This design comes from an exercise in tuning for small area on the open sky130 flow, not from production work.
Where RTL was checked, it was by simulation tests only, not by an equivalence proof against the original.
The RTL of run 6 was laid out without a check of its function.
No driver is modelled on the clock port, so clocking that relies on it looks cheaper here than on a real chip.
No activity file was given, so power comes from the tool's default toggle rates.

==> design.v <==
module axi_stream_insert_header#(
    parameter DATA_WD = 32,
    parameter DATA_BYTE_WD = DATA_WD / 8,
    parameter BYTE_CNT_WD = $clog2(DATA_BYTE_WD)
    )(
    input 						clk,
    input 						rst_n,
    input 						valid_in,
    input [DATA_WD-1 : 0]		data_in,
    input [DATA_BYTE_WD-1 : 0]	keep_in,
    input 						last_in,
    output 						ready_in,
    output 						valid_out,
    output [DATA_WD-1 : 0] 		data_out,
    output [DATA_BYTE_WD-1 : 0] keep_out,
    output 						last_out,
    input 						ready_out,
    input 						valid_insert,
    input [DATA_WD-1 : 0] 		header_insert,
    input [DATA_BYTE_WD-1 : 0] 	keep_insert,
    input [BYTE_CNT_WD : 0] 	byte_insert_cnt,
    output 						ready_insert
);
reg 				last_in_reg_1;
reg 				last_in_reg_2;
reg [DATA_WD-1 : 0] 		data_out_reg_1;
reg [DATA_WD-1 : 0] 		data_out_reg_2;
reg [DATA_BYTE_WD-1 : 0] 	keep_in_reg;
reg [DATA_WD-1 : 0]		header_out_reg;
reg 			        insert_flag;
reg [DATA_BYTE_WD-1 : 0]        keep_insert_out_reg;
reg [DATA_WD-1 : 0]	        header_data_out_reg;
reg                            ready_insert_flag;
reg [DATA_BYTE_WD-1 : 0]       keep_out_reg;      
reg [1:0]                    insert_flag_reg             ;
reg [1:0]                   last_out_reg                ;
wire 						last_in_pulse		 	    ;
wire 						axi_ready_in			    ;
wire                        last_out_pulse              ;
assign last_in_pulse  = ~last_in_reg_1 & last_in_reg_2                  ;
assign axi_ready_in   = last_in_pulse ? 1'b0 : 1'b1                     ;
assign ready_in       = axi_ready_in                                    ;
assign data_out       = ready_out ? header_data_out_reg : data_out_reg_2;
assign negedge_flag   = ~insert_flag_reg[1] & insert_flag_reg[0]        ;
assign valid_out      = negedge_flag ? 'd0 : 'd1                        ;
assign ready_insert	  =	ready_insert_flag                               ;
assign keep_out       = keep_out_reg                                    ;
assign last_out_pulse = ~last_out_reg[0]&last_out_reg[1]                ;
assign last_out       = last_out_pulse                                  ;
always@(posedge clk or negedge rst_n)begin
	  if(!rst_n)begin
	  	last_in_reg_1 <= 'd0;
	  	last_in_reg_2 <= 'd0;
	  end
	  else begin
	  	last_in_reg_1 <= last_in;
	  	last_in_reg_2 <= last_in_reg_1;
	  end
end
always@(posedge clk or negedge rst_n)begin
	  if(!rst_n)begin
	  	keep_in_reg	<= 'd0;
	  	data_out_reg_1 <= 'd0;
	  	data_out_reg_2 <= 'd0;
	  end
	  else if(valid_in && axi_ready_in)begin
	  	keep_in_reg 	<= keep_in;
	  	data_out_reg_1 <= data_in;
	  	data_out_reg_2 <= data_out_reg_1;
	  end
	  else begin
	  	keep_in_reg	<= keep_in_reg;
	  	data_out_reg_1 <= data_out_reg_1;
	  	data_out_reg_2 <= data_out_reg_2;
	  end
end
always@(posedge clk or negedge rst_n)begin
	  if(!rst_n)begin
	  	header_out_reg 		<= 'd0;
	  	insert_flag 		<= 'd0;
	  	keep_insert_out_reg	<= 'd0;
	  end
	  else if(valid_insert && ready_insert)begin
	  	case(keep_insert)
	  	4'b1111:begin 
	  		header_out_reg <= header_insert;
	  		insert_flag <= 'd1;end
	  	4'b0111:begin 
	  		header_out_reg <= {8'b0,header_insert[23:0]};
	  		insert_flag <= 'd1;end
	  	4'b0011:begin 
	  		header_out_reg <= {16'b0,header_insert[15:0]};
	  		insert_flag <= 'd1;end
	  	4'b0001:begin 
	  		header_out_reg <= {24'b0,header_insert[7:0]};
	  		insert_flag <= 'd1;end
	  	default:begin 
	  		header_out_reg <= header_out_reg;
	  		insert_flag <= 'd1;end
	  	endcase
	  	keep_insert_out_reg <= keep_insert;
	  end
	  else if(insert_flag)
	  	insert_flag <= 'd0;
end
always@(posedge clk or negedge rst_n)begin
	  if(!rst_n)begin
	  	header_data_out_reg <= 'd0;
	  end
	  else if(insert_flag)begin
	  	case(keep_insert)
	  	4'b1111: header_data_out_reg <= header_out_reg;
	  	4'b0111: header_data_out_reg <= {header_insert[23:0],data_out_reg_1[31:24]};
	  	4'b0011: header_data_out_reg <= {header_insert[15:0],data_out_reg_1[31:16]};
	  	4'b0001: header_data_out_reg <= {header_insert[7:0],data_out_reg_1[31:8]};
	  	default: header_data_out_reg <= header_data_out_reg;
	  	endcase
	  end
	  else begin
        case(keep_insert_out_reg)
        4'b1111:header_data_out_reg <= data_out_reg_2; 
        4'b0111:header_data_out_reg <= {data_out_reg_2[23:0],data_out_reg_1[31:24]};
        4'b0011:header_data_out_reg <= {data_out_reg_2[15:0],data_out_reg_1[31:16]};
        4'b0001:header_data_out_reg <= {data_out_reg_2[7:0],data_out_reg_1[31:8]};
        default:header_data_out_reg <= header_data_out_reg;
	  	endcase
      end
end
always@(posedge clk or negedge rst_n)begin
      if(!rst_n)
          ready_insert_flag <= 'd0;
      else
          ready_insert_flag <= insert_flag=='d1 ? 'd0 : 'd1;
end  
always@(posedge clk or negedge rst_n)begin
      if(!rst_n)
          insert_flag_reg <= 'd0;
      else
          insert_flag_reg <= {insert_flag_reg[0], insert_flag};
end
always@(posedge clk or negedge rst_n)begin
      if(!rst_n)
          keep_out_reg	<= 'd0;
      else if(valid_out)
          keep_out_reg 	<= 4'b1111;
      else if(last_out_pulse)begin
          case(keep_insert)
              4'b1111: keep_out_reg <= keep_in_reg;
              4'b0111: keep_out_reg <= keep_in_reg << 1;
              4'b0011: keep_out_reg <= keep_in_reg << 2;
              4'b0001: keep_out_reg <= keep_in_reg << 3;
          endcase
      end
      else
          keep_out_reg	<= 'd0;
end
always@(posedge clk or negedge rst_n)begin
      if(!rst_n)
          last_out_reg <= 'd0;
      else 
      begin
          last_out_reg <= {last_out_reg[0],last_in_pulse};
      end     
end
endmodule
==> run.sh <==
#!/bin/bash
# synth_recipe.tcl (not shown) runs the flow's synth.tcl, then flattens the netlist and writes it again
# the make line also repeats each setting of config.mk as NAME=value (left out here)
make -C /OpenROAD-flow-scripts/flow DESIGN_CONFIG=/design/flow/config.mk WORK_HOME=/design/flow/orfs CLKGATE_MAP_FILE= SYNTH_SCRIPT=/design/flow/synth_recipe.tcl finish
==> config.mk <==
export PLATFORM = sky130hd
export DESIGN_NAME = axi_stream_insert_header
export DESIGN_NICKNAME = axi_stream_insert_header
export VERILOG_FILES = /design/flow/design.v
export SDC_FILE = /design/flow/constraint.sdc
export NUM_CORES = 4
export LEC_CHECK = 0
export CAP_MARGIN = 20
export CORE_MARGIN = 2
export CORE_UTILIZATION = 40
export SLEW_MARGIN = 20
==> constraint.sdc <==
create_clock -name core_clock -period 4.0 [get_ports {clk}]
set_input_delay 0.8000 -clock core_clock [delete_from_list [all_inputs] [get_ports {clk}]]
set_output_delay 0.8000 -clock core_clock [all_outputs]
set_load 0.01 [all_outputs]
==> results of run 1 <==
power by group through the flow:
stage	sequential, mW	combinational, mW	clock (mW)
detailed placement	2.21	1.49	0
finish	2.20	1.49	1.55
CTS	2.19	1.50	1.58
global route	2.24	1.63	1.63
floorplan	2.05	0.986	0
global placement	2.21	1.47	0
critical path: stages:
cell and delay (ns):
clkdlybuf4s50_1 0.51, buf_12 0.24, mux2_2 0.41, clkdlybuf4s50_1 0.49
stage by stage:
step	instances	setup slack [ns]	area [um^2]
floorplan	782	1.33	8300
global placement	1120	0.738	9670
detailed placement	1120	0.725	9670
CTS	1152	0.719	10200
global route	1152	0.691	10200
finish	1152	0.723	10200
how the worst max path moves through the flow:
stage               slack [ns]       from           end
floorplan                 1.33  ready_out  data_out[10]
global placement          0.74  ready_out  data_out[29]
detailed placement        0.73  ready_out  data_out[14]
CTS                       0.72  ready_out  data_out[14]
global route              0.69  ready_out  data_out[22]
finish                    0.72  ready_out  data_out[29]
cell usage after synthesis, types with 8 or more instances:
cell type	instances	area, um^2
a31oi_1	8	50.1
nor2_1	13	48.8
nor3_1	8	40.0
mux2i_1	13	130
nand2_1	82	308
mux2_2	145	1630
nand2b_1	10	62.6
dfrtp_1	148	3700
a2bb2oi_1	16	140
buf_1	9	33.8
a211o_1	11	96.3
o221ai_1	16	140
o22ai_1	64	400
a221oi_1	20	175
a211oi_1	15	113
a221o_1	13	130
o21ai_0	44	220
inv_1	18	67.6
buf_2	28	140
clkbuf_1	25	93.8
a21oi_1	17	85.1
logic make-up after synthesis:
family                 share of synthesized area, %
DFF                                            44.6
and+or+nand+nor                                7.69
AOI/OAI and AO/OA                              21.2
muxes                                          21.3
buffers and inverters                          5.22
metal layers:
metal  share of wire, %  global-route usage [%]
met5                  0                       0
met4                3.9                    11.5
met3                6.7                    5.65
met2                 47                    38.3
met1                 42                    32.4
area by class of cell:
type | count | share of cell area (%)
Sequential cell | 148 | 36.2
Timing Repair Buffer | 140 | 13.5
Multi-Input combinational cell | 543 | 40.8
Clock buffer | 17 | 4.16
Clock inverter | 15 | 1.36
Inverter | 19 | 0.697
Tap cell | 270 | 3.30
==> flow_summary.ini, run 1 <==
[worst_hold_path]
holdPathStages = 0
min_from = insert_flag_reg[0]
hold_end = insert_flag_reg[1]
hold_class = register to register

[layout]
final_cell_mix = 147 x dfrtp_1, 145 x mux2_2, 115 x clkdlybuf4s50_1
drive_gt1_share_pct = 24.7
multiInputGateArea_mm2 = 0.00417
fillCellCount = 1874
layout_commonest_cell = dfrtp_1
register_area_mm2 = 0.00370
post-route-util_pct = 50.4
nets = 950
insertedDiodeCount = 0
area_delta_synth_final_pct = 23.3

[timing]
setup_viol = 0
min_period_ns = 3.28
slew_viol_final = 0
rsz0062_at_grt = no
hold_violations = 0
setup_tns_ns = 0
max_clock_freq_mhz = 305
worstMarginPinSlew_ns = 1.11
finClkSkew_ns = 0.00831
period_share_pct = 81.9
max_slew_margin_pct = 26.0
holdWs_ns = 0.370

[yosys]
netlist_area_mm2 = 0.00830
synthCells = 782
ys_seq_elements = 148
synth_ff_type = dfrtp_1
async_flop_share_pct = 100
synth_edf_count = 0
seq_area_frac_synth_pct = 44.6
synthesis.nets = 863
synth.avg_cell_area_um2 = 10.6
ys.warnings.count = 2
netlist-cell-type-count = 49

[drt]
postRouteAntennaNets = 0
drc = 0
dr_total_vias = 6902
drtIter0Drc = 659
wl_per_cell_um = 22.8
drt_pass1_iterations = 6
via_per_inst = 5.99
drt-total-wl_um = 26200

[floorplanning]
core-area_mm2 = 0.0203
ios = 121
die_w_um = 148
die_y_um = 148
rows = 52
dieArea_mm2 = 0.0219
initial_core_util_pct = 40.9

[placed_design]
dp_hpwl_um = 17700
io_buffers = 117
gp_congestion = 0.831

[power]
sw_frac_of_total_pct = 33.3
power_mw = 5.25
p_leak_nw = 4.20
share_seq_of_total_power_pct = 41.9
p_clk_share_pct = 29.6
p_comb_share_pct = 28.5
intPower_mw = 3.50
netSwitchingPower_mw = 1.74
vdd_drop_max_v = 0.000334
power_density_mw_per_mm2 = 513

[clock_network]
clk_path_buf_depth = 2
cts-resized-gates = 0
cts_buffers = 17
clk_pin_slew_ns = 0.06
cts.sinks = 148
htreeDepth = 4
clockRootBuffer = clkbuf_16
cts_tree = built
cts_setup_buffers = 0
ctsHoldBuffers = 0
clock_latency_ns = 0.44

[job]
max_cap_violations = 0

[global_route]
grt_pass1_vias = 6920
grt.overflow.total = 0
grt_max_degree = 85
grt_pass1_wl_um = 40900
track_usage_pct = 24.5
antenna_found_initial = 1

[critical_path]
r2r_slack_ns = 1.54
reg2reg_from = keep_insert_out_reg[3]
cp-start-kind = input pin
r2r_cells = 5
crit_required_ns = 3.20
endpoint_kind = output port
r2r-end = header_data_out_reg[27]
crit_type = input pin to output port
crit_path_max_fanout = 37
crit_arrival_ns = 2.48

[run_status]
status = timing/DRC/antenna clean
==> run 2, diff against run 1 <==
==> design.v (replaced) <==
module axi_stream_insert_header#(
    parameter DATA_WD = 32,
    parameter DATA_BYTE_WD = DATA_WD / 8,
    parameter BYTE_CNT_WD = $clog2(DATA_BYTE_WD)
    )(
    input 						clk,
    input 						rst_n,
    input 						valid_in,
    input [DATA_WD-1 : 0]		data_in,
    input [DATA_BYTE_WD-1 : 0]	keep_in,
    input 						last_in,
    output 						ready_in,
    output 						valid_out,
    output [DATA_WD-1 : 0] 		data_out,
    output [DATA_BYTE_WD-1 : 0] keep_out,
    output 						last_out,
    input 						ready_out,
    input 						valid_insert,
    input [DATA_WD-1 : 0] 		header_insert,
    input [DATA_BYTE_WD-1 : 0] 	keep_insert,
    input [BYTE_CNT_WD : 0] 	byte_insert_cnt,
    output 						ready_insert
);
reg ins;         
reg rdy;         
reg vo;          
wire hs = valid_insert & rdy;
always @(posedge clk or negedge rst_n) begin
    if (!rst_n) begin
        ins <= 1'b0;
        rdy <= 1'b0;
    end else begin
        ins <= hs;
        rdy <= ~ins;
    end
end
always @(posedge clk or negedge rst_n) begin
    if (!rst_n)
        vo <= 1'b1;
    else
        vo <= ~(ins & rdy);
end
assign ready_insert = rdy;
assign valid_out    = vo;
reg l1, l2, p1, p2;
wire pulse = ~l1 & l2;
always @(posedge clk or negedge rst_n) begin
    if (!rst_n) begin
        l1 <= 1'b0;
        l2 <= 1'b0;
        p1 <= 1'b0;
        p2 <= 1'b0;
    end else begin
        l1 <= last_in;
        l2 <= l1;
        p1 <= pulse;
        p2 <= p1;
    end
end
assign ready_in = ~pulse;
assign last_out = p2;
wire c4 = (keep_insert == 4'b1111);
wire c3 = (keep_insert == 4'b0111);
wire c2 = (keep_insert == 4'b0011);
wire c1 = (keep_insert == 4'b0001);
wire cv = c4 | c3 | c2 | c1;
wire en = valid_in & ready_in;
reg [31:0] d1, d2;
reg [3:0]  kin;
reg        d1v, d2v;
always @(posedge clk) begin
    if (en) begin
        d1  <= data_in;
        d2  <= d1;
        kin <= keep_in;
    end
end
always @(posedge clk or negedge rst_n) begin
    if (!rst_n) begin
        d1v <= 1'b0;
        d2v <= 1'b0;
    end else if (en) begin
        d1v <= 1'b1;
        d2v <= d1v;
    end
end
wire [31:0] d1s = d1 & {32{d1v}};
wire [31:0] d2s = d2 & {32{d2v}};
wire [3:0]  kins = kin & {4{d1v}};
reg [31:0] hdr;
reg [3:0]  hm;       
reg [3:0]  k;        
always @(posedge clk) begin
    if (hs & cv)
        hdr <= header_insert;
end
always @(posedge clk or negedge rst_n) begin
    if (!rst_n) begin
        hm <= 4'b0;
        k  <= 4'b0;
    end else if (hs) begin
        if (cv)
            hm <= {c4, c4 | c3, c4 | c3 | c2, 1'b1};
        k <= {c4, c3, c2, c1};
    end
end
wire [31:0] hdrs = hdr & {{8{hm[3]}}, {8{hm[2]}}, {8{hm[1]}}, {8{hm[0]}}};
wire s4 = ins ? c4 : k[3];
wire s3 = ins ? c3 : k[2];
wire s2 = ins ? c2 : k[1];
wire s1 = ins ? c1 : k[0];
wire ld = s4 | s3 | s2 | s1;
wire [31:0] x = ins ? header_insert : d2s;
wire [31:0] y = ins ? hdrs : d2s;
wire [31:0] hn = ({32{s4}} & y)
               | ({32{s3}} & {x[23:0], d1s[31:24]})
               | ({32{s2}} & {x[15:0], d1s[31:16]})
               | ({32{s1}} & {x[7:0],  d1s[31:8]});
reg [31:0] h;
reg        hv;
always @(posedge clk) begin
    if (ld)
        h <= hn;
end
always @(posedge clk or negedge rst_n) begin
    if (!rst_n)
        hv <= 1'b0;
    else if (ld)
        hv <= 1'b1;
end
assign data_out = ({32{ready_out & hv}} & h) | ({32{~ready_out & d2v}} & d2);
reg [3:0] ko;
always @(posedge clk or negedge rst_n) begin
    if (!rst_n)
        ko <= 4'b0;
    else if (vo)
        ko <= 4'b1111;
    else if (p2) begin
        if (cv)
            ko <= ({4{c4}} & kins)
                | ({4{c3}} & {kins[2:0], 1'b0})
                | ({4{c2}} & {kins[1:0], 2'b0})
                | ({4{c1}} & {kins[0],   3'b0});
    end else
        ko <= 4'b0;
end
assign keep_out = ko;
endmodule
==> flow_summary.ini, run 2 <==
[run_status]
status = timing/DRC/antenna clean

[layout]
layout_commonest_cell = edfxtp_1
insertedDiodeCount = 0
post-route-util_pct = 52.8
area_delta_synth_final_pct = 30.6
nets = 671
drive_gt1_share_pct = 9.95
final_cell_mix = 132 x edfxtp_1, 116 x clkdlybuf4s50_1, 71 x a22o_1
fillCellCount = 1354

[timing]
setup_tns_ns = 0
min_period_ns = 3.38
max_clock_freq_mhz = 296
holdWs_ns = 0.344
slew_viol_final = 0
finClkSkew_ns = 0.00446
setup_viol = 0
max_slew_margin_pct = 45.6
rsz0062_at_grt = no
worstMarginPinSlew_ns = 0.816
hold_violations = 0
period_share_pct = 84.4

[critical_path]
r2r_slack_ns = 1.63
cpMaxStageDelayCell = clkdlybuf4s50_1
crit_required_ns = 3.20
worst-path-buf-inv = 3
crit_path_frequent_cell = clkdlybuf4s50_1
cp-start-kind = input pin
path_cells = clkdlybuf4s50_1, nor2b_2, buf_4, a22o_1, clkdlybuf4s50_1
crit_type = input pin to output port
max_stage_delay_ns = 0.56
crit_path_max_fanout = 32
crit_family = buffers and inverters
crit_arrival_ns = 2.58
endpoint_kind = output port

[drt]
dr_total_vias = 4780
via_per_inst = 5.81
wl_per_cell_um = 21.8
postRouteAntennaNets = 0
drc = 0
drt_pass1_iterations = 6
drtIter0Drc = 592
drt-total-wl_um = 17900

[yosys]
seq_area_frac_synth_pct = 68.1
async_flop_share_pct = 14.3
netlist-cell-type-count = 46
synth_edf_count = 132
yosys-top-cells-area = edfxtp_1 60%, a22o_1 9.4%, dfrtp_1 7.9%
synth_most_common_cell = edfxtp_1
synth_top_cell_by_area = edfxtp_1
ys_seq_elements = 154
synth.avg_cell_area_um2 = 14.0
synth_top_area_share_pct = 59.8
netlist_area_mm2 = 0.00663
synth_ff_type = edfxtp_1
synthCells = 474
synthTopCellsByCount = 132 x edfxtp_1, 71 x a22o_1, 63 x nand2_1
synthesis.nets = 555
ys.warnings.count = 1

[global_route]
track_usage_pct = 20.9
grt_max_degree = 43
antenna_found_initial = 0
grt_pass1_vias = 4824
grt_pass1_wl_um = 27700
grt.overflow.total = 0

[clock_network]
clk_pin_slew_ns = 0.06
clk_path_buf_depth = 2
cts.sinks = 154
cts-resized-gates = 0
htreeDepth = 4
clockRootBuffer = clkbuf_16
cts_tree = built
cts_buffers = 17
clock_latency_ns = 0.42
cts_setup_buffers = 0
ctsHoldBuffers = 0

[placed_design]
io_buffers = 117
gp_congestion = 0.836
dp_hpwl_um = 11300

[floorplanning]
die_y_um = 133
rows = 47
dieArea_mm2 = 0.0176
initial_core_util_pct = 40.4
ios = 121
die_w_um = 133
core-area_mm2 = 0.0164

[power]
vdd_drop_max_v = 0.000328
power_density_mw_per_mm2 = 457
p_leak_nw = 3.12

[job]
max_cap_violations = 0

[worst_hold_path]
hold_class = input pin to async pin
run 2: cell count changes in the layout (fill, tap and decap cells not counted), sizes merged, moves of 14 or more:
cell	before	now
a21oi	17	3
a22oi	1	24
a2bb2oi	16	0
edfxtp	0	132
dfrtp	148	21
o22ai	68	2
a22o	0	71
mux2	145	5
nand2	82	63
o21ai	44	8
a221oi	20	0
a211oi	15	0
inv	29	13
o221ai	16	0
run 2: logic make-up after synthesis:
kind of cell | synth area share (%)
AO/OA/AOI/OAI | 20.4
AND/OR/NAND/NOR | 7.41
multiplexers | 1.00
flip-flops | 68.1
buffers and inverters | 3.15
run 2: worst paths after layout:
| check | startpoint | endpoint | cells after the start |
|---|---|---|---|
| worst max register to register | ins | h[9] | 6 |
| worst min register to register | p1 | p2 | 0 |
| min in group core_clock | p1 | p2 | 0 |
| worst min-delay path | rst_n | l2 | 1 |
| worst max-delay path | ready_out | data_out[21] | 5 |
| max in group asynchronous | rst_n | vo | 1 |
run 2: final cells by class:
cell class | instances | area [um^2] | area share, %
clock buffer | 19 | 433 | 5.00
clock inverter | 13 | 129 | 1.49
inverter | 13 | 48.8 | 0.563
multi-input combinational | 272 | 1930 | 22.3
sequential | 154 | 4520 | 52.1
tap | 220 | 275 | 3.18
timing repair buffer | 132 | 1330 | 15.3
run 2: layer usage:
| metal | up-vias | track usage (%) | part of all wire, % |
|---|---|---|---|
| li1 | 2144 | - | - |
| met1 | 2309 | 28.2 | 42 |
| met2 | 297 | 32.5 | 47 |
| met3 | 30 | 5.56 | 8.5 |
| met4 | 0 | 7.83 | 1.9 |
| met5 | - | 0 | 0 |
run 2: through the flow:
step / area [um^2] / total power [mW] / std cells / setup WS, ns
finish: 8660 / 3.96 / 823 / 0.625
global route: 8660 / 4.11 / 823 / 0.520
CTS: 8670 / 3.99 / 823 / 0.628
detailed placement: 8110 / 2.46 / 791 / 0.652
global placement: 8110 / 2.45 / 791 / 0.639
floorplan: 6630 / 2.18 / 474 / 0.784
run 2: report_power, final:
group          leakage [nW]  total [mW]  switching, mW  internal, mW
clock                 0.260        1.54          0.626         0.909
sequential             1.50        1.92         0.0581          1.86
combinational          1.35       0.505          0.253         0.252
total                  3.12        3.96          0.938          3.03
==> run 3, diff against run 2 <==
--- a/design.v
+++ b/design.v
@@ -84,8 +84,6 @@
         d2v <= d1v;
     end
 end
-wire [31:0] d1s = d1 & {32{d1v}};
-wire [31:0] d2s = d2 & {32{d2v}};
 wire [3:0]  kins = kin & {4{d1v}};
 reg [31:0] hdr;
 reg [3:0]  hm;       
@@ -104,18 +102,37 @@
         k <= {c4, c3, c2, c1};
     end
 end
-wire [31:0] hdrs = hdr & {{8{hm[3]}}, {8{hm[2]}}, {8{hm[1]}}, {8{hm[0]}}};
 wire s4 = ins ? c4 : k[3];
 wire s3 = ins ? c3 : k[2];
 wire s2 = ins ? c2 : k[1];
 wire s1 = ins ? c1 : k[0];
 wire ld = s4 | s3 | s2 | s1;
-wire [31:0] x = ins ? header_insert : d2s;
-wire [31:0] y = ins ? hdrs : d2s;
-wire [31:0] hn = ({32{s4}} & y)
-               | ({32{s3}} & {x[23:0], d1s[31:24]})
-               | ({32{s2}} & {x[15:0], d1s[31:16]})
-               | ({32{s1}} & {x[7:0],  d1s[31:8]});
+wire [3:0] th = {4{ins & c4}} & hm;         
+wire       t4 = ~ins & k[3] & d2v;          
+wire       a3 = ins & c3, b3 = ~ins & k[2] & d2v;
+wire       a2 = ins & c2, b2 = ~ins & k[1] & d2v;
+wire       a1 = ins & c1, b1 = ~ins & k[0] & d2v;
+wire       e3 = s3 & d1v, e2 = s2 & d1v, e1 = s1 & d1v;
+wire [7:0] hi0 = header_insert[7:0],  hi1 = header_insert[15:8], hi2 = header_insert[23:16];
+wire [7:0] q0 = d2[7:0], q1 = d2[15:8], q2 = d2[23:16], q3 = d2[31:24];
+wire [7:0] r1 = d1[15:8], r2 = d1[23:16], r3 = d1[31:24];
+wire [7:0] hn3 = ({8{th[3]}} & hdr[31:24]) | ({8{t4}} & q3)
+               | ({8{a3}} & hi2) | ({8{b3}} & q2)
+               | ({8{a2}} & hi1) | ({8{b2}} & q1)
+               | ({8{a1}} & hi0) | ({8{b1}} & q0);
+wire [7:0] hn2 = ({8{th[2]}} & hdr[23:16]) | ({8{t4}} & q2)
+               | ({8{a3}} & hi1) | ({8{b3}} & q1)
+               | ({8{a2}} & hi0) | ({8{b2}} & q0)
+               | ({8{e1}} & r3);
+wire [7:0] hn1 = ({8{th[1]}} & hdr[15:8]) | ({8{t4}} & q1)
+               | ({8{a3}} & hi0) | ({8{b3}} & q0)
+               | ({8{e2}} & r3)
+               | ({8{e1}} & r2);
+wire [7:0] hn0 = ({8{th[0]}} & hdr[7:0]) | ({8{t4}} & q0)
+               | ({8{e3}} & r3)
+               | ({8{e2}} & r2)
+               | ({8{e1}} & r1);
+wire [31:0] hn = {hn3, hn2, hn1, hn0};
 reg [31:0] h;
 reg        hv;
 always @(posedge clk) begin
==> flow/run.sh (new file) <==
#!/bin/bash
# Layout flow: the standard ORFS flow (standard.sh), with
#  - the standard synthesis script, its ABC mapping step given an area-oriented script,
#  - port buffers of the smallest buffer cell (buf_1),
#  - CTS with small clock buffers and no dummy loads.
set -euo pipefail
W=$(pwd)
cat > "$W/synth_area.tcl" <<EOT
proc abc {args} {
  set i [lsearch \$args -script]
  lset args [expr {\$i + 1}] $W/flow/abc_area.script
  yosys abc {*}\$args
}
EOT
cat "$W/synth_recipe.tcl" >> "$W/synth_area.tcl"
bash "$W/standard.sh" \
  "SYNTH_SCRIPT=$W/synth_area.tcl" \
  "BUFFER_PORTS_ARGS=-buffer_cell sky130_fd_sc_hd__buf_1" \
  "CTS_ARGS=-sink_clustering_enable -repair_clock_nets -dont_use_dummy_load -buf_list {sky130_fd_sc_hd__clkbuf_4 sky130_fd_sc_hd__clkbuf_8}" \
  finish > "$W/standard_make.log" 2>&1
==> flow/abc_area.script (new file) <==
strash
&get -n
&st
&dch -f
&nf -a
&put
topo
stime -c
==> standard.sh (new file) <==
#!/bin/bash
# synth_recipe.tcl (not shown) runs the flow's synth.tcl, then flattens the netlist and writes it again
# the make line also repeats each setting of config.mk as NAME=value (left out here)
make -C /OpenROAD-flow-scripts/flow DESIGN_CONFIG=/design/flow/config.mk WORK_HOME=/design/flow/orfs CLKGATE_MAP_FILE= SYNTH_SCRIPT=/design/flow/synth_recipe.tcl "${@:-finish}"
removed: run.sh
==> flow_summary.ini, run 3 <==
[critical_path]
path_cells = mux2_1, and2_0, a221o_1
reg2reg_from = ins
r2r_slack_ns = 1.30
r2r-end = h[10]
cp-start-kind = register
cpMaxStageDelayCell = dfrtp_1
crit_required_ns = 4.18
crit_path_max_fanout = 22
crit_type = register to register
max_stage_delay_ns = 0.80
endpoint_kind = register
crit_family = flip-flops
r2r_cells = 3
crit_arrival_ns = 2.88
worst-path-buf-inv = 0

[layout]
fillCellCount = 1445
final_cell_mix = 132 x edfxtp_1, 117 x buf_1, 73 x nand3_1
insertedDiodeCount = 0
nets = 641
layout_commonest_cell = edfxtp_1
drive_gt1_share_pct = 6.45
area_delta_synth_final_pct = 17.0
post-route-util_pct = 48.2

[timing]
slew_viol_final = 0
max_slew_margin_pct = 30.6
rsz0062_at_grt = no
finClkSkew_ns = 0.0254
min_period_ns = 2.70
setup_viol = 0
hold_violations = 0
period_share_pct = 67.4
setup_tns_ns = 0
worstMarginPinSlew_ns = 1.04
max_clock_freq_mhz = 371

[yosys]
seq_area_frac_synth_pct = 71.5
synth_top_area_share_pct = 62.8
ys_seq_elements = 154
synthesis.nets = 489
synth_ff_type = edfxtp_1
async_flop_share_pct = 14.3
synth.avg_cell_area_um2 = 15.5
synth_most_common_cell = edfxtp_1
synthTopCellsByCount = 132 x edfxtp_1, 73 x nand3_1, 41 x a22o_1
ys.warnings.count = 1
synth_top_cell_by_area = edfxtp_1
yosys-top-cells-area = edfxtp_1 63%, dfrtp_1 8.3%, nand3_1 5.8%
synth_edf_count = 132
netlist-cell-type-count = 33
netlist_area_mm2 = 0.00631
synthCells = 408

[floorplanning]
die_w_um = 130
rows = 45
die_y_um = 130
core-area_mm2 = 0.0153
ios = 121
initial_core_util_pct = 41.2
dieArea_mm2 = 0.0168

[clock_network]
clk_pin_slew_ns = 0.08
clk_path_buf_depth = 2
cts_setup_buffers = 0
cts.sinks = 154
htreeDepth = 4
clockRootBuffer = clkbuf_8
cts_buffers = 17
cts_tree = built
cts-resized-gates = 0
ctsHoldBuffers = 0
clock_latency_ns = 0.45

[power]
vdd_drop_max_v = 0.000240
p_leak_nw = 2.52
netSwitchingPower_uw = 742
share_seq_of_total_power_pct = 62.5
intPower_mw = 2.36
power_density_mw_per_mm2 = 421
p_comb_share_pct = 10.0
sw_frac_of_total_pct = 23.9
power_mw = 3.11
p_clk_share_pct = 27.5

[drt]
drtIter0Drc = 763
wl_per_cell_um = 22.3
drt-total-wl_um = 17100
drc = 0
postRouteAntennaNets = 0
drt_pass1_iterations = 8
via_per_inst = 6.03
dr_total_vias = 4635

[global_route]
track_usage_pct = 21.3
antenna_found_initial = 0
grt_pass1_wl_um = 25900
grt.overflow.total = 0
grt_max_degree = 37
grt_pass1_vias = 4594

[run_status]
status = timing/DRC/antenna clean

[worst_hold_path]
hold_class = input pin to async pin

[placed_design]
gp_congestion = 0.814
io_buffers = 117
dp_hpwl_um = 11000

[job]
max_cap_violations = 0
-- run 3: worst max-delay path by stage --
stage | slack (ns) | cells past startpoint | to | from
CTS | 1.32 | 3 | h[10] | ins
finish | 1.30 | 3 | h[10] | ins
floorplan | 0.85 | 3 | hdr[0] | keep_insert[0]
global placement | 0.97 | 7 | hv | keep_insert[3]
detailed placement | 0.93 | 7 | hv | keep_insert[3]
global route | 1.17 | 3 | h[8] | ins
-- run 3: cell families (layout without fill, tap and decap cells) --
family	after synthesis	in the layout	synth area share [%]
muxes	11	11	1.96
and+or+nand+nor	129	129	11.2
DFF	154	154	71.5
buffers and inverters	6	156	0.357
AOI/OAI and AO/OA	108	108	14.9
-- run 3: stage by stage --
| step | hold WS, ns | instance area (um^2) | cells | worst slack [ns] |
|---|---|---|---|---|
| floorplan | 0.331 | 6310 | 408 | 0.847 |
| global placement | 0.337 | 7150 | 752 | 0.968 |
| detailed placement | 0.342 | 7150 | 752 | 0.932 |
| CTS | 0.293 | 7380 | 769 | 1.32 |
| global route | 0.309 | 7380 | 769 | 1.17 |
| finish | 0.306 | 7380 | 769 | 1.30 |
-- run 3: area by class of cell --
type | instances | area [um^2] | area share, %
Tap cell | 211 | 264 | 3.58
Sequential cell | 154 | 4520 | 61.1
Timing Repair Buffer | 133 | 572 | 7.74
Inverter | 6 | 22.5 | 0.305
Multi-Input combinational cell | 248 | 1780 | 24.1
Clock buffer | 17 | 234 | 3.17
-- run 3: worst register-to-register path: cells and delay by family, from the launching register on --
family	cells	cell delay (ns)
AO/OA/AOI/OAI	1	0.47
flip-flops	1	0.80
multiplexers	1	0.63
AND/OR/NAND/NOR	1	0.54
-- run 3: power groups by stage --
stage / logic (mW) / clock network (mW) / registers (mW)
3_5_place_dp: 0.315 / 0 / 1.97
3_3_place_gp: 0.311 / 0 / 1.97
5_1_grt: 0.342 / 0.939 / 1.95
4_1_cts: 0.315 / 0.877 / 1.94
2_1_floorplan: 0.165 / 0 / 1.95
6_report: 0.312 / 0.853 / 1.94
-- run 3: metal layers --
metal / global-route usage [%] / vias to the layer above / wire [um]
met5: 0 / - / 0
li1: - / 2066 / -
met1: 28.4 / 2254 / 6830
met2: 33.0 / 273 / 8150
met3: 5.08 / 42 / 1690
met4: 10.2 / 0 / 478
==> run 4, diff against run 3 <==
--- a/design.v
+++ b/design.v
@@ -116,28 +116,29 @@
 wire [7:0] hi0 = header_insert[7:0],  hi1 = header_insert[15:8], hi2 = header_insert[23:16];
 wire [7:0] q0 = d2[7:0], q1 = d2[15:8], q2 = d2[23:16], q3 = d2[31:24];
 wire [7:0] r1 = d1[15:8], r2 = d1[23:16], r3 = d1[31:24];
-wire [7:0] hn3 = ({8{th[3]}} & hdr[31:24]) | ({8{t4}} & q3)
-               | ({8{a3}} & hi2) | ({8{b3}} & q2)
-               | ({8{a2}} & hi1) | ({8{b2}} & q1)
-               | ({8{a1}} & hi0) | ({8{b1}} & q0);
-wire [7:0] hn2 = ({8{th[2]}} & hdr[23:16]) | ({8{t4}} & q2)
-               | ({8{a3}} & hi1) | ({8{b3}} & q1)
-               | ({8{a2}} & hi0) | ({8{b2}} & q0)
-               | ({8{e1}} & r3);
-wire [7:0] hn1 = ({8{th[1]}} & hdr[15:8]) | ({8{t4}} & q1)
-               | ({8{a3}} & hi0) | ({8{b3}} & q0)
-               | ({8{e2}} & r3)
-               | ({8{e1}} & r2);
-wire [7:0] hn0 = ({8{th[0]}} & hdr[7:0]) | ({8{t4}} & q0)
-               | ({8{e3}} & r3)
-               | ({8{e2}} & r2)
-               | ({8{e1}} & r1);
-wire [31:0] hn = {hn3, hn2, hn1, hn0};
 reg [31:0] h;
 reg        hv;
+wire       nld = ~ld;
+wire [7:0] h3 = h[31:24], h2 = h[23:16], h1 = h[15:8], h0 = h[7:0];
+wire [7:0] hd3 = hdr[31:24], hd2 = hdr[23:16], hd1 = hdr[15:8], hd0 = hdr[7:0];
+wire [7:0] g31 = ~(({8{th[3]}} & hd3) | ({8{t4}} & q3) | ({8{a3}} & hi2));
+wire [7:0] g32 = ~(({8{b3}} & q2) | ({8{a2}} & hi1) | ({8{b2}} & q1));
+wire [7:0] g33 = ~(({8{a1}} & hi0) | ({8{b1}} & q0) | ({8{nld}} & h3));
+wire [7:0] g21 = ~(({8{th[2]}} & hd2) | ({8{t4}} & q2) | ({8{a3}} & hi1));
+wire [7:0] g22 = ~(({8{b3}} & q1) | ({8{a2}} & hi0) | ({8{b2}} & q0));
+wire [7:0] g23 = ~(({8{e1}} & r3) | ({8{nld}} & h2));
+wire [7:0] g11 = ~(({8{th[1]}} & hd1) | ({8{t4}} & q1) | ({8{a3}} & hi0));
+wire [7:0] g12 = ~(({8{b3}} & q0) | ({8{e2}} & r3) | ({8{e1}} & r2));
+wire [7:0] g13 = ~({8{nld}} & h1);
+wire [7:0] g01 = ~(({8{th[0]}} & hd0) | ({8{t4}} & q0) | ({8{e3}} & r3));
+wire [7:0] g02 = ~(({8{e2}} & r2) | ({8{e1}} & r1) | ({8{nld}} & h0));
+wire [7:0] hn3 = ~(g31 & g32 & g33);
+wire [7:0] hn2 = ~(g21 & g22 & g23);
+wire [7:0] hn1 = ~(g11 & g12 & g13);
+wire [7:0] hn0 = ~(g01 & g02);
+wire [31:0] hn = {hn3, hn2, hn1, hn0};
 always @(posedge clk) begin
-    if (ld)
-        h <= hn;
+    h <= hn;
 end
 always @(posedge clk or negedge rst_n) begin
     if (!rst_n)
==> flow/abc_area.script (replaced) <==
strash
&get -n
&st
&nf -R 1000 -p -a
&put
topo
--- a/config.mk
+++ b/config.mk
@@ -8,4 +8,5 @@
 export CAP_MARGIN = 20
 export CORE_MARGIN = 2
 export CORE_UTILIZATION = 40
+export GPL_TIMING_DRIVEN = 0
 export SLEW_MARGIN = 20
==> flow_summary.ini, run 4 <==
[floorplanning]
die_y_um = 125
rows = 44
die_w_um = 125
dieArea_mm2 = 0.0157
initial_core_util_pct = 40.8
ios = 121
core-area_mm2 = 0.0144

[placed_design]
dpl.cell_count = 691
dp_hpwl_um = 10400
gp_congestion = 0.861
io_buffers = 117
placed_cell_area_mm2 = 0.00663

[clock_network]
cts_buffers = 17
cts-resized-gates = 0
clock_latency_ns = 0.45
cts.sinks = 154
ctsHoldBuffers = 0
clockRootBuffer = clkbuf_8
clk_path_buf_depth = 2
clk_pin_slew_ns = 0.07
htreeDepth = 4
cts_setup_buffers = 0
cts_tree = built

[drt]
drt_pass1_iterations = 6
postRouteAntennaNets = 0
dr_total_vias = 4559
via_per_inst = 6.44
drc = 0
drt-total-wl_um = 16300
wl_per_cell_um = 23.0
drtIter0Drc = 837

[timing]
rsz0062_at_grt = no
finClkSkew_ns = 0.0130
max_slew_margin_pct = 19.7
worstMarginPinSlew_ns = 1.20
max_clock_freq_mhz = 334
hold_violations = 0
holdWs_ns = 0.317
period_share_pct = 74.9
setup_viol = 0
slew_viol_final = 0
min_period_ns = 3.00

[yosys]
synthTopCellsByCount = 100 x edfxtp_1, 72 x a222oi_1, 36 x nand2_1
synth_most_common_cell = edfxtp_1
synthesis.nets = 468
synth_top_cell_by_area = edfxtp_1
netlist-cell-type-count = 29
synth.avg_cell_area_um2 = 15.2
yosys-top-cells-area = edfxtp_1 51%, a222oi_1 12%, dfxtp_1 11%
netlist_area_mm2 = 0.00588
synth_edf_count = 100
synthCells = 387
async_flop_share_pct = 14.3
synth_ff_type = edfxtp_1
ys.warnings.count = 1
seq_area_frac_synth_pct = 71.4
ys_seq_elements = 154
synth_top_area_share_pct = 51.1

[critical_path]
endpoint_kind = register
crit_arrival_ns = 3.31
crit_required_ns = 4.32
cp-start-kind = input pin
crit_type = input pin to register
r2r_slack_ns = 1.05
crit_path_max_fanout = 33

[power]
power_mw = 3.34
vdd_drop_max_v = 0.000226
p_leak_nw = 2.37
power_density_mw_per_mm2 = 487

[layout]
area_delta_synth_final_pct = 16.8
insertedDiodeCount = 0
nets = 607
fillCellCount = 1332
layoutNonFillerInstCount = 708
final_area_mm2 = 0.00687
drive_gt1_share_pct = 5.92
layout_commonest_cell = buf_1
final_cell_mix = 116 x buf_1, 100 x edfxtp_1, 72 x a222oi_1

[global_route]
grt_pass1_vias = 4469
grt_pass1_wl_um = 24700
grt_max_degree = 69
antenna_found_initial = 0
track_usage_pct = 20.8
grt.overflow.total = 0

[run_status]
status = timing/DRC/antenna clean

[job]
max_cap_violations = 0

[worst_hold_path]
hold_class = input pin to async pin
run 4: cell count changes after synthesis, moves of 10 or more:
cell / previous run / this run
a221o_1: 10 / 0
a222oi_1: 20 / 72
a22oi_1: 20 / 8
dfxtp_1: 0 / 32
edfxtp_1: 132 / 100
nand2_1: 12 / 36
nand3_1: 73 / 25
nand4_1: 17 / 1
run 4: where the power goes:
part | leakage [nW] | total (mW) | internal, mW | switching [mW]
clock | 0.122 | 0.850 | 0.374 | 0.476
sequential | 1.46 | 2.01 | 1.90 | 0.107
combinational | 0.781 | 0.488 | 0.211 | 0.276
run 4: through the flow:
| stage | setup TNS (ns) | worst slack (ns) | util (%) |
|---|---|---|---|
| 2_1_floorplan | 0 | 0.904 | - |
| 3_3_place_gp | -21.28 | -0.443 | 45.4 |
| 3_5_place_dp | 0 | 0.596 | 46.0 |
| 4_1_cts | 0 | 1.09 | 47.6 |
| 5_1_grt | 0 | 0.748 | 47.6 |
| 6_report | 0 | 1.00 | 47.6 |
run 4: area by class of cell:
type                       count  area, um^2  area share, %
sequential                   154        4200           61.1
multi-input combinational    228        1690           24.6
timing repair buffer         120         494           7.20
clock buffer                  17         234           3.41
tap                          184         230           3.35
inverter                       5        25.0          0.364
run 4: logic make-up after synthesis:
| group | after synthesis | synth area share [%] |
|---|---|---|
| buffers and inverters | 5 | 0.319 |
| multiplexers | 3 | 0.575 |
| AO/OA/AOI/OAI | 135 | 20.3 |
| AND/OR/NAND/NOR | 90 | 7.45 |
| flip-flops | 154 | 71.4 |
run 4: worst max-delay path, stage by stage:
cell and delay [ns]:
buf_1 0.09, nor2_1 0.19, nand3b_1 0.17, nor2_1 0.76
a21oi_1 0.15, and4_2 0.55, a222oi_1 0.47, nand3_1 0.11
run 4: worst paths after layout:
check,end,startpoint,depth (start not counted)
setup / recovery,h[30],keep_insert[3],8
hold / removal,l1,rst_n,1
setup reg to reg,h[30],ins,6
hold reg to reg,p2,p1,0
max in group asynchronous,vo,rst_n,1
min in group core_clock,p2,p1,0
run 4: per-layer routing:
layer | GRT usage [%] | routed length, um
met1 | 28.9 | 6470
met2 | 31.3 | 7500
met3 | 5.22 | 1870
met4 | 8.95 | 408
met5 | 0 | 0
==> run 5, diff against run 4 <==
--- a/config.mk
+++ b/config.mk
@@ -8,5 +8,4 @@
 export CAP_MARGIN = 20
 export CORE_MARGIN = 2
 export CORE_UTILIZATION = 40
-export GPL_TIMING_DRIVEN = 0
 export SLEW_MARGIN = 20
==> flow_summary.ini, run 5 <==
[clock_network]
cts_buffers = 17
clockRootBuffer = clkbuf_8
clock_latency_ns = 0.46
cts_setup_buffers = 0
ctsHoldBuffers = 0
htreeDepth = 4
cts.sinks = 154
clk_path_buf_depth = 2
cts-resized-gates = 0
clk_pin_slew_ns = 0.07
cts_tree = built

[critical_path]
crit_path_max_fanout = 32
r2r-end = h[30]
reg2reg_from = ins
crit_required_ns = 3.20
cp-start-kind = input pin
crit_type = input pin to output port
endpoint_kind = output port
crit_arrival_ns = 1.95
r2r_slack_ns = 1.64
r2r_cells = 8

[global_route]
grt.overflow.total = 0
track_usage_pct = 20.6
grt_max_degree = 38
antenna_found_initial = 0
grt_pass1_vias = 4417
grt_pass1_wl_um = 24800

[yosys]
netlist_area_mm2 = 0.00588
synthesis.nets = 468
synth_most_common_cell = edfxtp_1
synth.avg_cell_area_um2 = 15.2
synthSimpleGateAreaFrac_pct = 7.45
async_flop_share_pct = 14.3
synth_top_area_share_pct = 51.1
synth_compound_area_share_pct = 20.3
ys.warnings.count = 1
synthCells = 387
synth_top_family_by_area = compound AO/OA/AOI/OAI gates
seq_area_frac_synth_pct = 71.4
synth_ff_type = edfxtp_1
yosys.area_share.xor_xnor_pct = 0
synth_edf_count = 100
synth_top_cell_by_area = edfxtp_1
synthMuxAreaShare_pct = 0.575
ys_seq_elements = 154
synthTopCellsByCount = 100 x edfxtp_1, 72 x a222oi_1, 36 x nand2_1
yosys-top-cells-area = edfxtp_1 51%, a222oi_1 12%, dfxtp_1 11%
netlist-cell-type-count = 29
synth_fa_ha_area_share_pct = 0

[power]
power_density_mw_per_mm2 = 484
p_leak_nw = 2.41
vdd_drop_max_v = 0.000260

[timing]
rsz0062_at_grt = no
fin_ws_ns = 1.25
setup_viol = 0
period_share_pct = 68.9
slew_viol_final = 0
max_slew_margin_pct = 21.6
holdWs_ns = 0.325
finClkSkew_ns = 0.0242
setup_tns_ns = 0
min_period_ns = 2.75
worstMarginPinSlew_ns = 1.18
hold_violations = 0
max_clock_freq_mhz = 363

[placed_design]
place_ws_ns = 1.09
io_buffers = 117
gp_congestion = 0.850
placed_cell_area_mm2 = 0.00669
dp_hpwl_um = 10400

[floorplanning]
die_y_um = 125
rows = 44
core-area_mm2 = 0.0144
die_w_um = 125
ios = 121
initial_core_util_pct = 40.8
dieArea_mm2 = 0.0157

[layout]
layout_commonest_cell = buf_1
post-route-util_pct = 48.0
fillCellCount = 1340
final_area_mm2 = 0.00692
nets = 619
drive_gt1_share_pct = 6.90
insertedDiodeCount = 0
final_cell_mix = 117 x buf_1, 100 x edfxtp_1, 72 x a222oi_1
area_delta_synth_final_pct = 17.8

[drt]
via_per_inst = 6.24
postRouteAntennaNets = 0
drt_pass1_iterations = 9
wl_per_cell_um = 22.2
dr_total_vias = 4496
drc = 0
drtIter0Drc = 625
drt-total-wl_um = 16000

[run_status]
status = timing/DRC/antenna clean

[worst_hold_path]
hold_class = input pin to async pin

[job]
max_cap_violations = 0
## run 5: cell counts after synthesis
No cell type changed its count.
## run 5: metal layers
| layer | up-vias | global-route usage (%) | share of wire, % |
|---|---|---|---|
| li1 | 2003 | - | - |
| met1 | 2153 | 29.0 | 41 |
| met2 | 313 | 29.7 | 44 |
| met3 | 27 | 6.89 | 12 |
| met4 | 0 | 7.84 | 2.1 |
| met5 | - | 0 | 0 |
## run 5: worst max-delay path, stage by stage
cell and delay, ns:
buf_1 0.17, and2_1 0.16, buf_4 0.36, a22o_1 0.25, buf_1 0.18
## run 5: layout make-up
type / count / area (um^2) / area share, %
clock buffer: 17 / 234 / 3.38
inverter: 5 / 18.8 / 0.271
multi-input combinational: 228 / 1670 / 24.2
sequential: 154 / 4200 / 60.6
tap: 184 / 230 / 3.33
timing repair buffer: 132 / 572 / 8.26
## run 5: how the worst max path moves through the flow
| stage | from | endpoint | slack, ns |
|---|---|---|---|
| after floorplan | keep_insert[3] | h[24] | 0.90 |
| after global placement | keep_insert[0] | h[24] | 1.19 |
| after detailed placement | keep_insert[0] | h[30] | 1.09 |
| after CTS | ready_out | data_out[30] | 1.29 |
| after global routing | ready_out | data_out[30] | 1.15 |
| final | ready_out | data_out[30] | 1.25 |
## run 5: stage by stage
step                power, mW  std cells
finish                   3.35        720
global route             3.50        720
global placement         2.51        702
detailed placement       2.53        703
floorplan                2.32        387
CTS                      3.37        720
## run 5: power breakdown
| group | leakage, nW | total [mW] | internal, mW | switching (mW) |
|---|---|---|---|---|
| sequential | 1.46 | 2.01 | 1.90 | 0.107 |
| clock | 0.122 | 0.851 | 0.374 | 0.477 |
| combinational | 0.821 | 0.493 | 0.218 | 0.275 |
| total | 2.41 | 3.35 | 2.49 | 0.859 |
## run 5: kinds of logic after synthesis
kind of cell,Yosys count
muxes,3
and+or+nand+nor,90
buffers and inverters,5
DFF,154
AOI/OAI and AO/OA,135
==> run 6, diff against run 5 <==
--- a/design.v
+++ b/design.v
@@ -68,12 +68,11 @@
 reg [31:0] d1, d2;
 reg [3:0]  kin;
 reg        d1v, d2v;
+wire [31:0] en32 = {32{en}};
 always @(posedge clk) begin
-    if (en) begin
-        d1  <= data_in;
-        d2  <= d1;
-        kin <= keep_in;
-    end
+    d1  <= (data_in & en32) | (d1 & ~en32);
+    d2  <= (d1 & en32) | (d2 & ~en32);
+    kin <= (keep_in & en32[3:0]) | (kin & ~en32[3:0]);
 end
 always @(posedge clk or negedge rst_n) begin
     if (!rst_n) begin
@@ -88,9 +87,9 @@
 reg [31:0] hdr;
 reg [3:0]  hm;       
 reg [3:0]  k;        
+wire [31:0] he32 = {32{hs & cv}};
 always @(posedge clk) begin
-    if (hs & cv)
-        hdr <= header_insert;
+    hdr <= (header_insert & he32) | (hdr & ~he32);
 end
 always @(posedge clk or negedge rst_n) begin
     if (!rst_n) begin
==> flow_summary.ini, run 6 <==
[critical_path]
cp-start-kind = register
worst-path-buf-inv = 2
crit_required_ns = 3.20
max_stage_delay_ns = 0.44
r2r_cells = 8
r2r_slack_ns = 1.69
crit_type = register to output port
crit_family = buffers and inverters
crit_path_max_fanout = 32
crit_arrival_ns = 1.90
reg2reg_from = ins
path_cells = nor2b_2, buf_4, a22o_1, buf_1
cpMaxStageDelayCell = dfrtp_1
r2r-end = h[28]
endpoint_kind = output port

[yosys]
ys_seq_elements = 154
netlist-cell-type-count = 29
synthCells = 387
synthTopCellsByCount = 100 x edfxtp_1, 72 x a222oi_1, 36 x nand2_1
async_flop_share_pct = 14.3
synth_edf_count = 100
synthesis.nets = 468
synth_most_common_cell = edfxtp_1
ys.warnings.count = 1
yosys.area_share.xor_xnor_pct = 0
synth_top_family_by_area = compound AO/OA/AOI/OAI gates
synth_fa_ha_area_share_pct = 0
synth_compound_area_share_pct = 20.3
synthSimpleGateAreaFrac_pct = 7.45
netlist_area_mm2 = 0.00588
synthMuxAreaShare_pct = 0.575
yosys-top-cells-area = edfxtp_1 51%, a222oi_1 12%, dfxtp_1 11%
seq_area_frac_synth_pct = 71.4
synth_ff_type = edfxtp_1
synth_top_area_share_pct = 51.1
synth.avg_cell_area_um2 = 15.2
synth_top_cell_by_area = edfxtp_1

[drt]
drc = 0
drt_pass1_iterations = 12
postRouteAntennaNets = 0
wl_per_cell_um = 22.7
via_per_inst = 6.34
dr_total_vias = 4543
drt-total-wl_um = 16300
drtIter0Drc = 837

[timing]
hold_violations = 0
max_clock_freq_mhz = 371
min_period_ns = 2.70
worstMarginPinSlew_ns = 1.17
finClkSkew_ns = 0.0280
setup_viol = 0
period_share_pct = 67.4
max_slew_margin_pct = 22.0
setup_tns_ns = 0
rsz0062_at_grt = no
holdWs_ns = 0.333
slew_viol_final = 0

[clock_network]
cts-resized-gates = 0
clock_latency_ns = 0.45
cts_tree = built
cts.sinks = 154
clk_pin_slew_ns = 0.06
htreeDepth = 4
ctsHoldBuffers = 0
clockRootBuffer = clkbuf_8
cts_setup_buffers = 0
cts_buffers = 17
clk_path_buf_depth = 2

[floorplanning]
core-area_mm2 = 0.0144
ios = 121
rows = 44
dieArea_mm2 = 0.0157
initial_core_util_pct = 40.8
die_w_um = 125
die_y_um = 125

[placed_design]
placed_cell_area_mm2 = 0.00666
gp_congestion = 0.834
io_buffers = 117
dp_hpwl_um = 9980

[layout]
drive_gt1_share_pct = 6.38
insertedDiodeCount = 0
final_area_mm2 = 0.00689
post-route-util_pct = 47.8
layout_commonest_cell = buf_1
register_area_mm2 = 0.00420
final_cell_mix = 117 x buf_1, 100 x edfxtp_1, 72 x a222oi_1
nets = 616
multiInputGateArea_mm2 = 0.00167
area_delta_synth_final_pct = 17.2
fillCellCount = 1333

[global_route]
grt_max_degree = 38
grt.overflow.total = 0
grt_pass1_vias = 4347
track_usage_pct = 20.7
antenna_found_initial = 0
grt_pass1_wl_um = 24600

[power]
power_mw = 3.34
p_leak_nw = 2.39
vdd_drop_max_v = 0.000395
power_density_mw_per_mm2 = 485

[worst_hold_path]
hold_class = input pin to async pin

[run_status]
status = timing/DRC/antenna clean

[job]
max_cap_violations = 0
==> run 6: changes by cell type in the layout (fill, tap and decap cells not counted), sizes merged <==
| cell | before | now |
|---|---|---|
| buf | 132 | 129 |
==> run 6: worst reg2reg max path: stages (launching register included) <==
cell and delay (ns):
dfrtp_1 0.42, clkinv_1 0.26, nor2_2 0.16, buf_4 0.34, a2111oi_0 0.11, and4_1 0.16, buf_4 0.25, a222oi_1 0.37
nand3_1 0.12
==> run 6: worst max path at each step <==
stage / startpoint / to / slack (ns) / cells past startpoint
detailed placement: keep_insert[0] / register / 0.98 / 7
global route: d2v / data_out[22] / 1.20 / 4
finish: d2v / data_out[29] / 1.30 / 4
floorplan: ready_out / data_out[0] / 0.97 / 2
CTS: d2v / data_out[24] / 1.32 / 4
global placement: keep_insert[0] / register / 0.97 / 7
==> run 6: stage by stage <==
step | setup slack [ns] | cells
after floorplan | 0.965 | 387
after global routing | 1.20 | 717
after CTS | 1.32 | 717
after global placement | 0.974 | 700
after detailed placement | 0.976 | 700
final | 1.30 | 717
==> run 6: layout make-up <==
cell class / instances / share of cell area (%)
Timing Repair Buffer: 129 / 7.86
Clock buffer: 17 / 3.40
Inverter: 5 / 0.272
Multi-Input combinational cell: 228 / 24.3
Tap cell: 184 / 3.34
Sequential cell: 154 / 60.9
==> run 6: power breakdown <==
part | internal [mW] | switching, mW | total (mW) | leakage, nW
logic | 0.211 | 0.276 | 0.487 | 0.803
registers | 1.90 | 0.108 | 2.01 | 1.46
clock network | 0.374 | 0.477 | 0.851 | 0.122
total | 2.48 | 0.861 | 3.34 | 2.39
==> run 6: logic make-up after synthesis <==
kind of cell,count (synthesis)
DFF,154
AOI/OAI and AO/OA,135
and+or+nand+nor,90
buffers and inverters,5
muxes,3
==> run 6: per-layer routing <==
layer  part of all wire (%)  vias to the layer above  global-route usage (%)
li1                       -                     1995                       -
met1                     41                     2205                    29.3
met2                     45                      318                    29.6
met3                     12                       25                    7.49
met4                    1.7                        0                    7.19
met5                      0                        -                       0
==> run 7, diff against run 6 <==
--- a/design.v
+++ b/design.v
@@ -68,11 +68,12 @@
 reg [31:0] d1, d2;
 reg [3:0]  kin;
 reg        d1v, d2v;
-wire [31:0] en32 = {32{en}};
 always @(posedge clk) begin
-    d1  <= (data_in & en32) | (d1 & ~en32);
-    d2  <= (d1 & en32) | (d2 & ~en32);
-    kin <= (keep_in & en32[3:0]) | (kin & ~en32[3:0]);
+    if (en) begin
+        d1  <= data_in;
+        d2  <= d1;
+        kin <= keep_in;
+    end
 end
 always @(posedge clk or negedge rst_n) begin
     if (!rst_n) begin
@@ -87,9 +88,9 @@
 reg [31:0] hdr;
 reg [3:0]  hm;       
 reg [3:0]  k;        
-wire [31:0] he32 = {32{hs & cv}};
 always @(posedge clk) begin
-    hdr <= (header_insert & he32) | (hdr & ~he32);
+    if (hs & cv)
+        hdr <= header_insert;
 end
 always @(posedge clk or negedge rst_n) begin
     if (!rst_n) begin
==> flow/run.sh (replaced) <==
#!/bin/bash
# Layout flow: the standard ORFS flow (standard.sh), with
#  - the standard synthesis script, its ABC mapping step given an area-oriented script,
#  - port buffers of the smallest buffer cell (buf_1),
#  - CTS with small clock buffers and no dummy loads; afterwards (POST_CTS_TCL)
#    clock buffers whose sinks see a high estimated slew are upsized.
set -euo pipefail
W=$(pwd)
cat > "$W/synth_area.tcl" <<EOT
proc abc {args} {
  set i [lsearch \$args -script]
  lset args [expr {\$i + 1}] $W/flow/abc_area.script
  yosys abc {*}\$args
}
EOT
cat "$W/synth_recipe.tcl" >> "$W/synth_area.tcl"
bash "$W/standard.sh" \
  "SYNTH_SCRIPT=$W/synth_area.tcl" \
  "BUFFER_PORTS_ARGS=-buffer_cell sky130_fd_sc_hd__buf_1" \
  "CTS_ARGS=-sink_clustering_enable -repair_clock_nets -dont_use_dummy_load -buf_list {sky130_fd_sc_hd__clkbuf_4}" \
  "POST_CTS_TCL=$W/flow/upsize_clk.tcl" \
  finish > "$W/standard_make.log" 2>&1
==> flow/upsize_clk.tcl (new file) <==
# After CTS: clock buffers whose clock pins see a high estimated slew are
# swapped for the next larger clock buffer, then placement is legalised again.
proc uck_run { th } {
  set block [ord::get_db_block]
  for {set pass 0} {$pass < 3} {incr pass} {
    estimate_parasitics -placement
    set changed 0
    foreach inst [$block getInsts] {
      set m [[$inst getMaster] getName]
      if {![string match sky130_fd_sc_hd__clkbuf_* $m]} { continue }
      set out [$inst findITerm X]
      set net [$out getNet]
      if {$net == "NULL"} { continue }
      set mx 0
      foreach it [$net getITerms] {
        if {[$it isOutputSignal]} { continue }
        set p [get_pins [$it getName]]
        set s [get_property $p slew_max]
        if {$s > $mx} { set mx $s }
      }
      if {$mx > $th} {
        set next ""
        switch $m {
          sky130_fd_sc_hd__clkbuf_2 { set next sky130_fd_sc_hd__clkbuf_4 }
          sky130_fd_sc_hd__clkbuf_4 { set next sky130_fd_sc_hd__clkbuf_8 }
          sky130_fd_sc_hd__clkbuf_8 { set next sky130_fd_sc_hd__clkbuf_16 }
        }
        if {$next ne ""} {
          puts "UCK: [$inst getName] $m -> $next (slew [format %.4f $mx])"
          replace_cell [$inst getName] $next
          incr changed
        }
      }
    }
    if {$changed == 0} { break }
  }
}
uck_run 0.105
detailed_placement
==> flow_summary.ini, run 7 <==
[layout]
layoutNonFillerInstCount = 720
insertedDiodeCount = 0
layout_commonest_cell = buf_1
area_delta_synth_final_pct = 16.8
drive_gt1_share_pct = 6.90
final_cell_mix = 117 x buf_1, 100 x edfxtp_1, 72 x a222oi_1
fillCellCount = 1349
nets = 619
final_area_mm2 = 0.00686

[critical_path]
r2r-end = h[30]
worstSetupStartpoint = ready_out
r2r_slack_ns = 1.62
r2r_cells = 8
cp-start-kind = input pin
endpoint_kind = output port
reg2reg_from = ins
crit_type = input pin to output port
crit_arrival_ns = 1.91
crit_path_max_fanout = 32
crit_required_ns = 3.20

[clock_network]
clk_pin_slew_ns = 0.10
cts_tree = built
clock_latency_ns = 0.38
cts.sinks = 154

[timing]
period_share_pct = 67.8
rsz0062_at_grt = no
max_clock_freq_mhz = 369
finClkSkew_ns = 0.0284
worstMarginPinSlew_ns = 1.14
hold_violations = 0
min_period_ns = 2.71
slew_viol_final = 0
setup_viol = 0
setup_tns_ns = 0
max_slew_margin_pct = 24.2

[global_route]
grt.busiest_layer = met2
grt_pass1_vias = 4420
grt_pass1_wl_um = 24800
grt_max_degree = 38
use_met1_pct = 29.2
antenna_found_initial = 0
grt_use_met3_pct = 6.89
track_usage_pct = 20.7
grtUsageMet2_pct = 29.6
grt.overflow.total = 0

[drt]
dr_total_vias = 4518
drt_pass1_iterations = 13
drc = 0
drt-total-wl_um = 16100
drtIter0Drc = 697
postRouteAntennaNets = 0
wl_per_cell_um = 22.3
via_per_inst = 6.28

[run_status]
status = timing/DRC/antenna clean

[yosys]
synth_top_area_share_pct = 51.1
synth_top_cell_by_area = edfxtp_1
netlist_area_mm2 = 0.00588
synth_ff_type = edfxtp_1
seq_area_frac_synth_pct = 71.4
synthesis.nets = 468
synthCells = 387
netlist-cell-type-count = 29
synth_edf_count = 100
ys.warnings.count = 1
synth.avg_cell_area_um2 = 15.2
ys_seq_elements = 154
async_flop_share_pct = 14.3
synth_most_common_cell = edfxtp_1
synthTopCellsByCount = 100 x edfxtp_1, 72 x a222oi_1, 36 x nand2_1
yosys-top-cells-area = edfxtp_1 51%, a222oi_1 12%, dfxtp_1 11%

[power]
vdd_drop_max_v = 0.000261
p_leak_nw = 2.38
power_density_mw_per_mm2 = 472
power_mw = 3.24

[floorplanning]
die_w_um = 125
initial_core_util_pct = 40.8
die_y_um = 125
ios = 121
rows = 44
dieArea_mm2 = 0.0157
core-area_mm2 = 0.0144

[placed_design]
dpl.cell_count = 703
gp_congestion = 0.850
io_buffers = 117
placed_cell_area_mm2 = 0.00669
dp_hpwl_um = 10400

[worst_hold_path]
min_from = p1
hold_class = register to register
hold_end = p2
holdPathStages = 0

[job]
max_cap_violations = 0
-- run 7: cell counts after synthesis --
Identical to the previous run, type by type.
-- run 7: stage by stage --
step	worst slack (ns)	hold slack, ns	util (%)
3_3_place_gp	1.19	0.339	46.3
6_report	1.29	0.360	47.6
3_5_place_dp	1.09	0.339	46.4
2_1_floorplan	0.904	0.331	-
5_1_grt	1.16	0.392	47.6
-- run 7: layout make-up --
cell class	count	area (um^2)	area share [%]
flip-flops and latches	154	4200	61.1
multi-input cells	228	1670	24.4
repair buffers	132	572	8.33
well taps	184	230	3.35
clock buffers	17	176	2.57
inverters	5	18.8	0.273
-- run 7: critical path, cell delays in order --
cell,delay (ns)
buf_1,0.15
and2_1,0.15
buf_4,0.38
a22o_1,0.25
buf_1,0.18
-- run 7: how the worst max path moves through the flow --
| stage | slack (ns) | cells past startpoint | endpoint |
|---|---|---|---|
| floorplan | 0.90 | 6 | h[24] |
| global placement | 1.19 | 9 | h[24] |
| global route | 1.16 | 5 | data_out[30] |
| detailed placement | 1.09 | 9 | h[30] |
| finish | 1.29 | 5 | data_out[30] |
-- run 7: cell families after synthesis --
kind of cell | Yosys count | share of synthesized area (%)
AO/OA/AOI/OAI | 135 | 20.3
multiplexers | 3 | 0.575
buffers and inverters | 5 | 0.319
AND/OR/NAND/NOR | 90 | 7.45
flip-flops | 154 | 71.4
-- run 7: power by group --
group	internal, mW	switching [mW]
Clock	0.286	0.458
Sequential	1.90	0.108
Combinational	0.218	0.274
Total	2.40	0.840
-- run 7: layer usage --
| layer | vias to the layer above | wire (um) | share of wire [%] |
|---|---|---|---|
| li1 | 2004 | - | - |
| met1 | 2185 | 6790 | 42 |
| met2 | 295 | 7250 | 45 |
| met3 | 34 | 1650 | 10 |
| met4 | 0 | 375 | 2.3 |
| met5 | - | 0 | 0 |
==> run 8, diff against run 7 <==
--- a/config.mk
+++ b/config.mk
@@ -8,4 +8,5 @@
 export CAP_MARGIN = 20
 export CORE_MARGIN = 2
 export CORE_UTILIZATION = 40
+export GPL_TIMING_DRIVEN = 0
 export SLEW_MARGIN = 20
==> flow_summary.ini, run 8 <==
[layout]
insertedDiodeCount = 0
area_delta_synth_final_pct = 16.1
drive_gt1_share_pct = 5.92
final_area_mm2 = 0.00682
final_cell_mix = 116 x buf_1, 100 x edfxtp_1, 72 x a222oi_1
layoutNonFillerInstCount = 708
layout_commonest_cell = buf_1
nets = 607
post-route-util_pct = 47.3

[drt]
postRouteAntennaNets = 0
wl_per_cell_um = 22.8
drt-total-wl_um = 16200
drtIter0Drc = 768
drt_pass1_iterations = 6
drc = 0
dr_total_vias = 4540
via_per_inst = 6.41

[timing]
hold_violations = 0
period_share_pct = 78.4
fin_ws_ns = 0.866
min_period_ns = 3.13
setup_viol = 0
holdWs_ns = 0.361
rsz0062_at_grt = no
setup_tns_ns = 0
slew_viol_final = 0
worstMarginPinSlew_ns = 1.21
finClkSkew_ns = 0.0285
max_slew_margin_pct = 19.4
max_clock_freq_mhz = 319

[yosys]
synth_edf_count = 100
synthCells = 387
netlist-cell-type-count = 29
async_flop_share_pct = 14.3
yosys-top-cells-area = edfxtp_1 51%, a222oi_1 12%, dfxtp_1 11%
netlist_area_mm2 = 0.00588
synth_most_common_cell = edfxtp_1
synthTopCellsByCount = 100 x edfxtp_1, 72 x a222oi_1, 36 x nand2_1
seq_area_frac_synth_pct = 71.4
synth.avg_cell_area_um2 = 15.2
synth_top_area_share_pct = 51.1
synthesis.nets = 468
synth_top_cell_by_area = edfxtp_1
ys_seq_elements = 154
synth_ff_type = edfxtp_1
ys.warnings.count = 1

[clock_network]
clock_latency_ns = 0.38
clk_pin_slew_ns = 0.09
cts.sinks = 154
cts_tree = built

[floorplanning]
initial_core_util_pct = 40.8
die_y_um = 125
dieArea_mm2 = 0.0157
die_w_um = 125
core-area_mm2 = 0.0144
rows = 44
ios = 121

[placed_design]
placed_cell_area_mm2 = 0.00663
io_buffers = 117
dp_hpwl_um = 10400
dpl.cell_count = 691
place_ws_ns = 0.596
gp_congestion = 0.861

[worst_hold_path]
holdPathStages = 0
min_from = p1
hold_class = register to register
hold_end = p2

[critical_path]
crit_path_max_fanout = 33
r2r_slack_ns = 0.98
crit_required_ns = 4.23
r2r-end = h[30]
r2r_cells = 6
crit_arrival_ns = 3.36
reg2reg_from = ins
endpoint_kind = register
crit_type = input pin to register
cp-start-kind = input pin

[job]
max_cap_violations = 0

[global_route]
grt_max_degree = 69
track_usage_pct = 20.8
grt.overflow.total = 0
antenna_found_initial = 0
grt_pass1_wl_um = 24700
grt_pass1_vias = 4474

[run_status]
status = timing/DRC/antenna clean

[power]
power_mw = 3.26
vdd_drop_max_v = 0.000229
p_leak_nw = 2.35
power_density_mw_per_mm2 = 478
## run 8: cell counts after synthesis
Identical to the previous run, type by type.
## run 8: layout make-up
class | instances | area [um^2]
Fill cell | 1338 | 7600
Sequential cell | 154 | 4200
Multi-Input combinational cell | 228 | 1690
Timing Repair Buffer | 120 | 494
Tap cell | 184 | 230
Clock buffer | 17 | 189
Inverter | 5 | 25.0
## run 8: power by group
group / switching, mW / total, mW / internal (mW) / leakage (nW)
sequential: 0.108 / 2.00 / 1.90 / 1.46
clock: 0.462 / 0.769 / 0.307 / 0.104
combinational: 0.276 / 0.487 / 0.211 / 0.781
total: 0.845 / 3.26 / 2.42 / 2.35
## run 8: kinds of logic after synthesis
family                 count (synthesis)  synth area share (%)
flip-flops                           154                  71.4
AO/OA/AOI/OAI                        135                  20.3
AND/OR/NAND/NOR                       90                  7.45
buffers and inverters                  5                 0.319
multiplexers                           3                 0.575
## run 8: how the worst max path moves through the flow
| stage | from | endpoint | slack [ns] |
|---|---|---|---|
| floorplan | keep_insert[3] | h[24] | 0.90 |
| global placement | keep_insert[0] | h[24] | -0.44 |
| detailed placement | keep_insert[3] | h[30] | 0.60 |
| global route | keep_insert[2] | h[30] | 0.68 |
| finish | keep_insert[3] | h[30] | 0.87 |
## run 8: critical path, cell delays in order
cell,delay (ns)
buf_1,0.09
nor2_1,0.18
nand3b_1,0.18
nor2_1,0.80
a21oi_1,0.15
and4_2,0.56
a222oi_1,0.47
nand3_1,0.11
## run 8: layer usage
layer	up-vias	wire [um]	track usage, %
li1	1985	-	-
met2	302	7500	31.5
met3	27	1920	5.99
met5	-	0	0
met1	2226	6480	28.8
met4	0	268	7.52

-- port drivers added, routing unchanged --
The results above use ideal ports. As a check the final layouts listed here were re-extracted and re-timed, cells and wires unchanged. Step 1 assumes that a clkbuf_16 drives the clock port and a buf_2 every other input. Step 2 times the ports against the registers' clock, not the clock port: input delays grow and output delays shrink by t, the midpoint of the rising clock arrivals with the driver on. Slacks: no drivers / after step 1 / after step 2; pairs: no drivers / after step 1.
| run | t (ns) | setup WS [ns] |
|---|---|---|
| run 1 | 0.484 | 0.723 / 0.689 / 0.669 |
| run 2 | 0.462 | 0.625 / 0.598 / 0.598 |
| run 3 | 0.475 | 1.302 / 1.302 / 0.889 |
| run 4 | 0.478 | 1.003 / 1.020 / 0.542 |
| run 5 | 0.482 | 1.246 / 1.214 / 1.022 |
| run 6 | 0.469 | 1.305 / 1.270 / 0.931 |
| run 7 | 0.404 | 1.287 / 1.255 / 1.029 |
| run 8 | 0.406 | 0.866 / 0.887 / 0.480 |
After both steps every run listed still meets setup and hold.
